What follows belongs to an exercise in optimizing a design on an open flow for small area, a short achievable clock period and few clock cycles; a production flow would make more cautious choices. Function was checked by simulation only, so behaviour that the tests miss may differ from the original.

==> flow/design.v (outline; a module is shown in full before it is edited, if it fits) <==
// module fft_twiddle_rom: 64 lines
// module fft_butterfly: 1972 lines
// module fft_bf_half: 30 lines
// module fft_fa: 7 lines
// module fft_ha: 7 lines
// module fft_memory: 27 lines
// module fft_controller: 208 lines
// module fft_top: 49 lines
module fft_top (
    input         clk,
    input         rst_n,
    input         start,
    input         data_valid,
    input  [15:0] data_in_real,
    input  [15:0] data_in_imag,
    input  [5:0]  addr_in,
    input         rd_en,
    input  [5:0]  addr_out,
    output        busy,
    output        done,
    output [15:0] data_out_real,
    output [15:0] data_out_imag
);
  // ...
==> flow/flow/run.sh <==
#!/bin/bash
# Layout flow: the standard flow (standard.sh: the same synthesis and
# steps) run with a larger setup margin for the resizer's timing repair, so
# that repair keeps improving paths that already meet the clock period.
# The clock period and constraints are the standard flow's, unchanged.
# Each tool's output goes to a log file in this folder.
set -o pipefail
sed 's/SETUP_SLACK_MARGIN=[0-9.]*/SETUP_SLACK_MARGIN=7.1/' standard.sh > standard_margin.sh
cp standard_margin.sh standard_margin_sh.log
bash standard_margin.sh > standard.log 2>&1
==> flow/standard.sh <==
#!/bin/bash
# synth_recipe.tcl (not shown) runs the flow's synth.tcl, then flattens the netlist and writes it again
# the make line also repeats each setting of config.mk as NAME=value (left out here)
make -C /OpenROAD-flow-scripts/flow DESIGN_CONFIG=/design/flow/config.mk WORK_HOME=/design/flow/orfs CLKGATE_MAP_FILE= SYNTH_SCRIPT=/design/flow/synth_recipe.tcl "${@:-finish}"
==> flow/config.mk <==
export PLATFORM = sky130hd
export DESIGN_NAME = fft_top
export DESIGN_NICKNAME = fft_top
export VERILOG_FILES = /design/flow/design.v
export SDC_FILE = /design/flow/constraint.sdc
export NUM_CORES = 4
export LEC_CHECK = 0
export ABC_CLOCK_PERIOD_IN_PS = 4000
export CAP_MARGIN = 20
export CORE_MARGIN = 2
export CORE_UTILIZATION = 50
export CTS_CLUSTER_DIAMETER = 120
export CTS_CLUSTER_SIZE = 20
export PLACE_DENSITY = 0.65
export SETUP_SLACK_MARGIN = 5
export SLEW_MARGIN = 20
export SYNTH_HIERARCHICAL = 1
export SYNTH_MINIMUM_KEEP_SIZE = 0
==> flow/constraint.sdc <==
create_clock -name core_clock -period 11.0 [get_ports {clk}]
set_input_delay 2.2000 -clock core_clock [delete_from_list [all_inputs] [get_ports {clk}]]
set_output_delay 2.2000 -clock core_clock [all_outputs]
set_load 0.01 [all_outputs]
==> results.yml, run 1 <==
run_status:
  outcome: "no timing/DRC/antenna violations"
synthesis:
  yosysTopAreaCell: "edfxtp_1"
  yosysSeqAreaShare_pct: 47.31
  synth_mux_area_share_pct: 0.4482
  synth_cell_types: 123
clock_network:
  numCtsBuffers: 179
  cts_buffer_depth: 4
  cts_resized: 482
  hold_buffers: 0
drt:
  highest_layer: "met5"
  drt_first_iter_violations: 16170
  wl_per_cell_um: 34.75
  viasPerCell: 6.801
  wl_met2_um: 272200
  firstDrtPassIters: 15
global_routing:
  grt_start_max_net_pins: 94
  grt-ovfl-total: 0
final_layout:
  largest_class: "multi-input gates"
  drive_gt1_share_pct: 17.47
  nClkBuffers: 267
  seq_share_pct: 43.61
  fin_cells: 17620
  antenna_cells: 7
  seq_area_um2: 81390
sta:
  setup_tns_ns: 0
  fin_ws_ns: 7.049
  slew_viol_final: 0
  slew_headroom_pct: 24.77
  fin_hold_ws_ns: 0.3019
setup_path:
  cp_num_buf_inv: 2
  crit_path_start_kind: "flop"
  critPathKind: "reg -> reg"
  crit_end: "controller_inst.res[3][7]"
  worst_r2r_startpoint: "controller_inst.bf1.pi_s_q[2]"
  slowest_stage: "fa_2"
floorplan:
  num_rows: 214
Testbench counts, summed over its fixed seeds: cycles 7,304.
==> run 2, diff against run 1 <==
--- a/flow/config.mk
+++ b/flow/config.mk
@@ -8,10 +8,10 @@
 export ABC_CLOCK_PERIOD_IN_PS = 4000
 export CAP_MARGIN = 20
 export CORE_MARGIN = 2
-export CORE_UTILIZATION = 50
-export CTS_CLUSTER_DIAMETER = 120
-export CTS_CLUSTER_SIZE = 20
-export PLACE_DENSITY = 0.65
+export CORE_UTILIZATION = 55
+export CTS_CLUSTER_DIAMETER = 110
+export CTS_CLUSTER_SIZE = 24
+export PLACE_DENSITY = 0.7
 export SETUP_SLACK_MARGIN = 5
 export SLEW_MARGIN = 20
 export SYNTH_HIERARCHICAL = 1
==> run 2 against run 1 <==
Effect of this change:
- still clean
- wire length decreased by 2.9%
- sequential share of layout area rose by 0.40 points
- worst setup slack gained 0.023 ns
- non-clock buffer count is 46 lower
- clock-buffer cell count decreased by 36
- cell count is 2.7% lower
- maximum frequency increased by 0.58%
- die area decreased by 9.0%
- critical endpoint is now controller_inst.bf0.pi_c_q[19]
==> results.yml, run 2 <==
min_path:
  hold_class: "reg -> reg"
  whs_path_depth: 0
synthesis:
  synth_edf_count: 2048
  synth_area_leaders: "edfxtp_1 36%, fa_1 13%, dfxtp_1 11%"
  synthFlopType: "edfxtp_1"
  syn_avg_cell_area_um2: 13.21
  syn-cell-area_um2: 171400
  yosysSeqAreaShare_pct: 47.31
  async_flop_share_pct: 0.9606
  synth_most_common_cell: "edfxtp_1"
  synth_cell_types: 123
  synthCells: 12970
  yosysTopAreaCell: "edfxtp_1"
  synthTopCellsByCount: "2048 x edfxtp_1, 1152 x xnor2_1, 1088 x fa_1"
  synth_top_cell_area_share_pct: 35.88
  ys_ff_latch: 3019
  yosysWarnings: 58
sta:
  setup_tns_ns: 0
  finClkSkew_ns: 0.08514
  fin_crit_sh_pct: 35.71
  fmax_mhz: 254.6
  slew_viol_final: 0
  min_period_ns: 3.928
  slew_headroom_pct: 16.94
  hold_violations: 0
  tightest_slew_ns: 1.246
  rsz0062_at_grt: "true"
  setup_viol: 0
setup_path:
  r2r_cells: 8
  cp.depth: 8
  slowest_stage: "fa_1"
  critPathKind: "reg -> reg"
  crit_path_start_kind: "flop"
  cpLargestDelayFamily: "adder cells"
  endpoint_kind: "flop"
  cp_num_buf_inv: 1
  required_ns: 11.82
  path_max_fanout: 34
  crit_top_cell: "fa_1"
  crit_chain: "buf_6 -> a22oi_1 -> xnor2_1 -> fa_1 -> fa_1 -> fa_1 -> fa_1 -> fa_1"
  critPathMaxStageDelay_ns: 0.63
  worstPathArrival_ns: 4.75
final_layout:
  largest_reg_flops: 2048
  layout_commonest_cell: "edfxtp_1"
  final_cell_mix: "2048 x edfxtp_1, 1123 x xnor2_1, 1021 x fa_1, 804 x dfxtp_1, 584 x a22oi_2"
  syn2layout_area_growth_pct: 7.832
  fin_nets: 14550
  drive_gt1_share_pct: 16.85
drt:
  wl_per_cell_um: 34.69
  ant_nets: 0
  wirelength_um: 594500
  drt_first_iter_violations: 17410
  drc: 0
  viasPerCell: 6.976
  vias: 119500
  firstDrtPassIters: 15
clock_network:
  cts_buffer_depth: 4
  clk_latency_ns: 0.93
  numCtsBuffers: 159
  clock-sinks: 3019
  cts_tree: "built"
  h-tree-depth: 4
  root_buffer: "clkbuf_16"
  clkSlewWorstSetupHoldPaths_ns: 0.10
global_routing:
  first_global_vias: 118300
  grtUsageTotal_pct: 36.58
  antenna_found_initial: 35
  grt-ovfl-total: 0
  grt_pass1_wl_um: 836200
  grt_start_max_net_pins: 73
placement:
  place.gp.congestion: 0.9919
  io_buffers: 81
  hpwlAfterDp_um: 384700
floorplan:
  num_rows: 204
  start_util_pct: 55.40
  die_w_um: 562.2
  die_h_um: 562.2
  ios: 83
  coreArea_um2: 309400
  die_area_um2: 316100
run_status:
  outcome: "no timing/DRC/antenna violations"
job:
  maxCapViolCount: 0
==> run 2: changes by cell type in the layout (fill, tap and decap cells not counted), moves of 23 or more <==
cell	before	now
buf_12	68	44
a21oi_2	66	43
clkbuf_1	87	64
a21oi_1	523	547
buf_4	470	445
clkbuf_16	200	166
==> run 2: repair_timing <==
action | in CTS | in global routing
pin swaps | 73 | 160
hold buffers | 0 | 0
resized for setup | 422 | 486
hold endpoints to repair | 0 | 0
cloned | 1 | 7
endpoints found under the setup margin | 301 | 262
setup buffers | 69 | 83
==> run 2: cells by family (layout without fill, tap and decap cells) <==
kind of cell    Yosys count  after routing  share of synthesized area [%]
other cells               5             40                        0.01095
compound gates         3937           3937                          18.94
flops                  3019           3019                          47.31
mux                      74             74                         0.4482
buf+inv                1388           1394                          5.095
xor+xnor               1306           1307                          6.811
fa+ha+maj              1619           1619                          16.56
simple gates           1625           1626                          4.822
==> run 2: layer usage <==
| metal | vias up | wire length [µm] | GRT usage [%] |
|---|---|---|---|
| met1 | 60720 | 215300 | 47.62 |
| met4 | 24 | 44370 | 21.96 |
| li1 | 48860 | - | - |
| met3 | 1789 | 72700 | 8.832 |
| met5 | - | 155 | 0 |
| met2 | 8148 | 262000 | 55.67 |
==> run 2: final timing paths <==
kind / from / endpoint / slack, ns
min reg2reg: controller_inst.rd_q[2][16] / controller_inst.bf1.ar_q[0] / 0.33
max reg2reg: controller_inst.q_wi0[12] / controller_inst.bf0.pi_c_q[19] / 7.07
max in group asynchronous: rst_n / controller_inst.in_v / 9.05
min in group asynchronous: rst_n / controller_inst.v1 / 1.66
min: controller_inst.rd_q[2][16] / controller_inst.bf1.ar_q[0] / 0.33
max: controller_inst.q_wi0[12] / controller_inst.bf0.pi_c_q[19] / 7.07
==> run 2: Yosys stat by module (local to each module, per instance), a selection <==
module | flops+latches | cells | times used
fft_twiddle_rom | 0 | 406 | 1
fft_ha | 0 | 1 | 88
fft_butterfly | 218 | 1631 | 2
fft_fa | 0 | 1 | 1036
fft_memory | 2048 | 3484 | 1
fft_controller | 535 | 1853 | 1
fft_bf_half | 0 | 711 | 4
==> run 2: metrics by stage <==
step	worst slack [ns]	instance area (µm²)	utilization, %	hold WS (ns)	std cells
2_1_floorplan	7.408	171600	-	0.3096	12990
3_3_place_gp	5.750	174400	56.39	0.3160	16690
3_5_place_dp	5.733	174500	56.40	0.3136	16690
4_1_cts	6.975	181800	58.78	0.3368	17020
5_1_grt	6.989	184800	59.74	0.3431	17130
6_report	7.072	184800	59.74	0.3349	17140
==> run 2: layout make-up <==
class / instances / area (µm²)
Timing Repair Buffer: 696 / 6663
Antenna cell: 14 / 35.03
Multi-Input combinational cell: 8589 / 85070
Fill cell: 23960 / 124500
Clock buffer: 231 / 4363
Tap cell: 4120 / 5155
Inverter: 432 / 1667
Clock inverter: 35 / 520.5
Sequential cell: 3019 / 81350
==> module fft_bf_half, before the edit <==
module fft_bf_half (
    input  [15:0] a,
    input  [31:0] s, c,
    output [15:0] oa, ob
);
    wire [31:0] p   = s + c;
    wire        ovf = p[31] ^ p[30];
    wire [31:0] xa  = {1'b0, a, 15'b0};
    wire [31:0] sa, cah;
    assign sa[14:0]  = s[14:0] ^ c[14:0];
    assign cah[14:0] = s[14:0] & c[14:0];
    fft_fa csa_a [16:0] (.a(s[31:15]), .b(c[31:15]), .c(xa[31:15]), .s(sa[31:15]), .co(cah[31:15]));
    wire [31:0] ca  = {cah[30:0], 1'b0};
    wire [31:0] qa  = sa + ca;
    wire [31:0] xb  = {1'b0, a, 15'h7fff};
    wire [31:0] ns  = ~s;
    wire [31:0] nc  = ~c;
    wire [31:0] sb, cbh;
    assign sb[14:0]  = ~(ns[14:0] ^ nc[14:0]);
    assign cbh[14:0] = ns[14:0] | nc[14:0];
    fft_fa csa_b [16:0] (.a(ns[31:15]), .b(nc[31:15]), .c(xb[31:15]), .s(sb[31:15]), .co(cbh[31:15]));
    wire [31:0] cb  = {cbh[30:0], 1'b1};
    wire [31:0] qb  = sb + cb + 32'd1;
    wire [15:0] a_m1 = a - 16'd1;
    wire [15:0] a_p1 = a + 16'd1;
    wire [15:0] sat_a = p[31] ? a : a_m1;
    wire [15:0] sat_b = p[31] ? a : a_p1;
    assign oa = ovf ? {~sat_a[15], sat_a[14:0]} : qa[30:15];
    assign ob = ovf ? {~sat_b[15], sat_b[14:0]} : qb[30:15];
endmodule
==> run 3, diff against run 2 <==
--- a/flow/design.v
+++ b/flow/design.v
@@ -2039,30 +2039,23 @@
     input  [31:0] s, c,
     output [15:0] oa, ob
 );
+    wire [15:0] lo  = {1'b0, s[14:0]} + {1'b0, c[14:0]};
+    wire        cl  = lo[15];
     wire [31:0] p   = s + c;
-    wire        ovf = p[31] ^ p[30];
-    wire [31:0] xa  = {1'b0, a, 15'b0};
-    wire [31:0] sa, cah;
-    assign sa[14:0]  = s[14:0] ^ c[14:0];
-    assign cah[14:0] = s[14:0] & c[14:0];
-    fft_fa csa_a [16:0] (.a(s[31:15]), .b(c[31:15]), .c(xa[31:15]), .s(sa[31:15]), .co(cah[31:15]));
-    wire [31:0] ca  = {cah[30:0], 1'b0};
-    wire [31:0] qa  = sa + ca;
-    wire [31:0] xb  = {1'b0, a, 15'h7fff};
-    wire [31:0] ns  = ~s;
-    wire [31:0] nc  = ~c;
-    wire [31:0] sb, cbh;
-    assign sb[14:0]  = ~(ns[14:0] ^ nc[14:0]);
-    assign cbh[14:0] = ns[14:0] | nc[14:0];
-    fft_fa csa_b [16:0] (.a(ns[31:15]), .b(nc[31:15]), .c(xb[31:15]), .s(sb[31:15]), .co(cbh[31:15]));
-    wire [31:0] cb  = {cbh[30:0], 1'b1};
-    wire [31:0] qb  = sb + cb + 32'd1;
+    wire [16:0] ph  = p[31:15];
+    wire        ovf = ph[16] ^ ph[15];
+    wire [15:0] sa, ca;
+    fft_fa csa_a [15:0] (.a(s[30:15]), .b(c[30:15]), .c(a), .s(sa), .co(ca));
+    wire [15:0] qa  = sa + {ca[14:0], 1'b0} + {15'd0, cl};
+    wire [15:0] sb, cb;
+    fft_fa csa_b [15:0] (.a(~s[30:15]), .b(~c[30:15]), .c(a), .s(sb), .co(cb));
+    wire [15:0] qb  = sb + {cb[14:0], 1'b1} + {15'd0, ~cl};
     wire [15:0] a_m1 = a - 16'd1;
     wire [15:0] a_p1 = a + 16'd1;
-    wire [15:0] sat_a = p[31] ? a : a_m1;
-    wire [15:0] sat_b = p[31] ? a : a_p1;
-    assign oa = ovf ? {~sat_a[15], sat_a[14:0]} : qa[30:15];
-    assign ob = ovf ? {~sat_b[15], sat_b[14:0]} : qb[30:15];
+    wire [15:0] sat_a = ph[16] ? a : a_m1;
+    wire [15:0] sat_b = ph[16] ? a : a_p1;
+    assign oa = ovf ? {~sat_a[15], sat_a[14:0]} : qa;
+    assign ob = ovf ? {~sat_b[15], sat_b[14:0]} : qb;
 endmodule
 module fft_fa (
     input  a, b, c,
--- a/flow/config.mk
+++ b/flow/config.mk
@@ -8,10 +8,10 @@
 export ABC_CLOCK_PERIOD_IN_PS = 4000
 export CAP_MARGIN = 20
 export CORE_MARGIN = 2
-export CORE_UTILIZATION = 55
-export CTS_CLUSTER_DIAMETER = 110
-export CTS_CLUSTER_SIZE = 24
-export PLACE_DENSITY = 0.7
+export CORE_UTILIZATION = 60
+export CTS_CLUSTER_DIAMETER = 120
+export CTS_CLUSTER_SIZE = 20
+export PLACE_DENSITY = 0.72
 export SETUP_SLACK_MARGIN = 5
 export SLEW_MARGIN = 20
 export SYNTH_HIERARCHICAL = 1
==> run 3 against run 2 <==
Effect of this change:
- critical path depth grew 12
- cell count shrank 7.7%
- register-to-register slack lost 0.33 ns
- non-clock buffer count shrank 15
- via count shrank 4.8%
- now fails the layout checks on antenna rules
- die area shrank 11%
- clock skew shrank 0.012 ns
- maximum frequency shrank 7.7%
- synthesized cell count shrank 6.7%
==> results.yml, run 3 <==
drt:
  wirelength_um: 574500
  wl_met2_um: 246700
  met1Wirelength_um: 209800
  viasPerCell: 7.190
  vias: 113700
  drt_first_iter_violations: 17790
  firstDrtPassIters: 15
  highest_layer: "met5"
  ant_nets: 1
  route.met3.wl_um: 75870
  wl_per_cell_um: 36.32
  drc: 0
floorplan:
  ios: 83
  die_h_um: 529.6
  die_area_um2: 280500
  num_rows: 192
  start_util_pct: 60.43
  die_w_um: 529.6
  coreArea_um2: 274300
synthesis:
  ys_ff_latch: 3019
  synth_most_common_cell: "edfxtp_1"
  synth_area_leaders: "edfxtp_1 37%, fa_1 13%, dfxtp_1 11%"
  synth_cell_types: 131
  synthCells: 12100
  syn-cell-area_um2: 165800
  synthTopCellsByCount: "2048 x edfxtp_1, 1181 x xnor2_1, 1044 x fa_1"
  yosysSeqAreaShare_pct: 48.91
  yosysWarnings: 58
  synth_top_cell_area_share_pct: 37.10
  async_flop_share_pct: 0.9606
  synthFlopType: "edfxtp_1"
  synth_edf_count: 2048
  yosysTopAreaCell: "edfxtp_1"
  syn_avg_cell_area_um2: 13.70
placement:
  place.gp.congestion: 1.008
  hpwlAfterDp_um: 363700
  io_buffers: 81
  dp_slack_ns: 5.761
  place_inst: 15350
clock_network:
  cts_tree: "built"
  clk_latency_ns: 0.94
  cts_buffer_depth: 4
  hold_buffers: 0
  clock-sinks: 3019
  h-tree-depth: 4
  clkSlewWorstSetupHoldPaths_ns: 0.10
  root_buffer: "clkbuf_16"
  numCtsBuffers: 176
setup_path:
  crit_start: "controller_inst.bf1.pr_t_q[4]"
  crit_path_start_kind: "flop"
  endpoint_kind: "flop"
  worstPathArrival_ns: 5.02
  required_ns: 11.77
  critPathKind: "reg -> reg"
  path_max_fanout: 3
  worst_r2r_startpoint: "controller_inst.bf1.pr_t_q[4]"
global_routing:
  antenna_found_initial: 27
  grt_start_max_net_pins: 100
  first_global_vias: 113400
  grtUsageTotal_pct: 40.07
  grt_pass1_wl_um: 805400
  grt-ovfl-total: 0
sta:
  tightest_slew_ns: 1.246
  fin_ws_ns: 6.742
  slew_viol_final: 0
  setup_tns_ns: 0
  min_period_ns: 4.258
  fmax_mhz: 234.9
  fin_crit_sh_pct: 38.71
  hold_violations: 0
  setup_viol: 0
  finClkSkew_ns: 0.07334
  slew_headroom_pct: 16.92
  rsz0062_at_grt: "true"
final_layout:
  fin_nets: 13510
  fin_cells: 15820
  final_cell_mix: "2048 x edfxtp_1, 1158 x xnor2_1, 1028 x fa_1, 770 x dfxtp_1, 584 x a22oi_2"
  drive_gt1_share_pct: 17.81
  fill_cells: 19880
  layout_commonest_cell: "edfxtp_1"
  syn2layout_area_growth_pct: 7.407
  largest_reg_flops: 2048
run_status:
  outcome: "complete, but fails checks"
  so.violations: "antenna rules"
job:
  maxCapViolCount: 0
min_path:
  min_from: "controller_inst.rd_q[2][23]"
  hold_class: "reg -> reg"
==> run 3: logic make-up (layout without fill, tap and decap cells) <==
family | Yosys count | after routing | share of synthesized area (%)
AOI/OAI and AO/OA | 3511 | 3511 | 17.97
DFF | 3019 | 3019 | 48.91
adders and majority gates | 1423 | 1423 | 15.47
and+or+nand+nor | 1351 | 1351 | 4.139
xor gates and xnor gates | 1338 | 1338 | 7.176
buffers and inverters | 1266 | 1271 | 5.137
muxes | 190 | 191 | 1.187
other | 5 | 29 | 0.01132
==> run 3: per-layer routing <==
layer	global-route usage, %	up-vias
met5	0.4274	-
li1	-	45470
met2	58.73	8702
met1	53.56	57640
met3	11.09	1910
met4	23.45	16
==> run 3: final cells by class <==
cell class | instances | area (µm²) | share of cell area (%)
sequential | 3019 | 81400 | 45.72
multi-input combinational | 7824 | 78960 | 44.35
timing repair buffer | 681 | 6745 | 3.788
clock buffer | 234 | 4674 | 2.625
tap | 3686 | 4612 | 2.590
inverter | 337 | 1311 | 0.7365
clock inverter | 19 | 304.0 | 0.1708
antenna | 19 | 47.55 | 0.02670
==> run 3: what timing repair did <==
| item | 4_1_cts | 5_1_grt |
|---|---|---|
| buffers inserted | 118 | 68 |
| pin swaps | 138 | 123 |
| gates cloned | 0 | 9 |
| endpoints found under the setup margin | 650 | 280 |
| gates resized for setup | 492 | 376 |
==> run 3: worst max-delay path, cell delays in order, from the launching register on <==
cell      delay (ns)
dfxtp_2         0.33
fa_1            0.58
ha_4            0.21
a21oi_2         0.10
and2b_2         0.24
o41ai_4         0.29
buf_6           0.20
a21oi_4         0.07
buf_12          0.16
ha_4            0.17
inv_2           0.05
fa_2            0.19
nor2b_1         0.06
o21a_1          0.20
o21ai_2         0.19
a21oi_2         0.11
a211oi_2        0.35
buf_4           0.18
o21ai_2         0.06
xnor2_2         0.25
mux2i_1         0.12
==> run 3: per-module statistics from Yosys, one instance, submodules excluded, excerpt <==
| module | cells inside | times used |
|---|---|---|
| fft_fa | 1 | 1036 |
| fft_butterfly | 1631 | 2 |
| fft_twiddle_rom | 406 | 1 |
| fft_memory | 3484 | 1 |
| fft_ha | 1 | 88 |
| fft_bf_half | 489 | 4 |
| fft_controller | 1871 | 1 |
==> run 3: path summary, 6_finish.rpt <==
path / to / slack (ns) / cells after the start
worst min-delay path: controller_inst.bf1.ar_q[7] / 0.31 / 0
max in group asynchronous: controller_inst.in_v / 9.00 / 1
worst min register to register: controller_inst.bf1.ar_q[7] / 0.31 / 0
worst max register to register: controller_inst.res[2][30] / 6.74 / 20
min in group asynchronous: controller_inst.v3 / 1.36 / 1
worst max-delay path: controller_inst.res[2][30] / 6.74 / 20
==> run 3: stage by stage <==
step / area, µm² / util [%] / hold slack, ns
finish: 178100 / 64.90 / 0.3078
CTS: 175700 / 64.04 / 0.3025
detailed placement: 168000 / 61.23 / 0.3121
floorplan: 165900 / - / 0.3096
global route: 178000 / 64.89 / 0.3225
global placement: 168000 / 61.22 / 0.3189
Testbench counts of run 3, summed over its fixed seeds: cycles 7,304.

## what the ideal ports hide
The flow's constraints put no driver on any port. The routed layouts listed below were extracted and timed again, unchanged, in two steps. Step 1, drivers: a clkbuf_16 drives clk and a buf_2 each remaining input, both assumed. Step 2, shift: input delay + t, output delay - t, t = (earliest + latest rising clock arrival at the registers) / 2. This alone moves slack from input paths to output paths. a / b / c = no drivers / after step 1 / after step 2; a / b = the first two.
| run | shift t [ns] | setup slack, ns | hold slack, ns |
|---|---|---|---|
| run 1 | 1.022 | 7.049 / 7.012 / 7.049 | 0.302 / 0.302 / 0.302 |
| run 2 | 0.992 | 7.072 / 7.051 / 7.072 | 0.335 / 0.335 / 0.335 |
| run 3 | 1.016 | 6.742 / 6.742 / 6.742 | 0.308 / 0.308 / 0.308 |
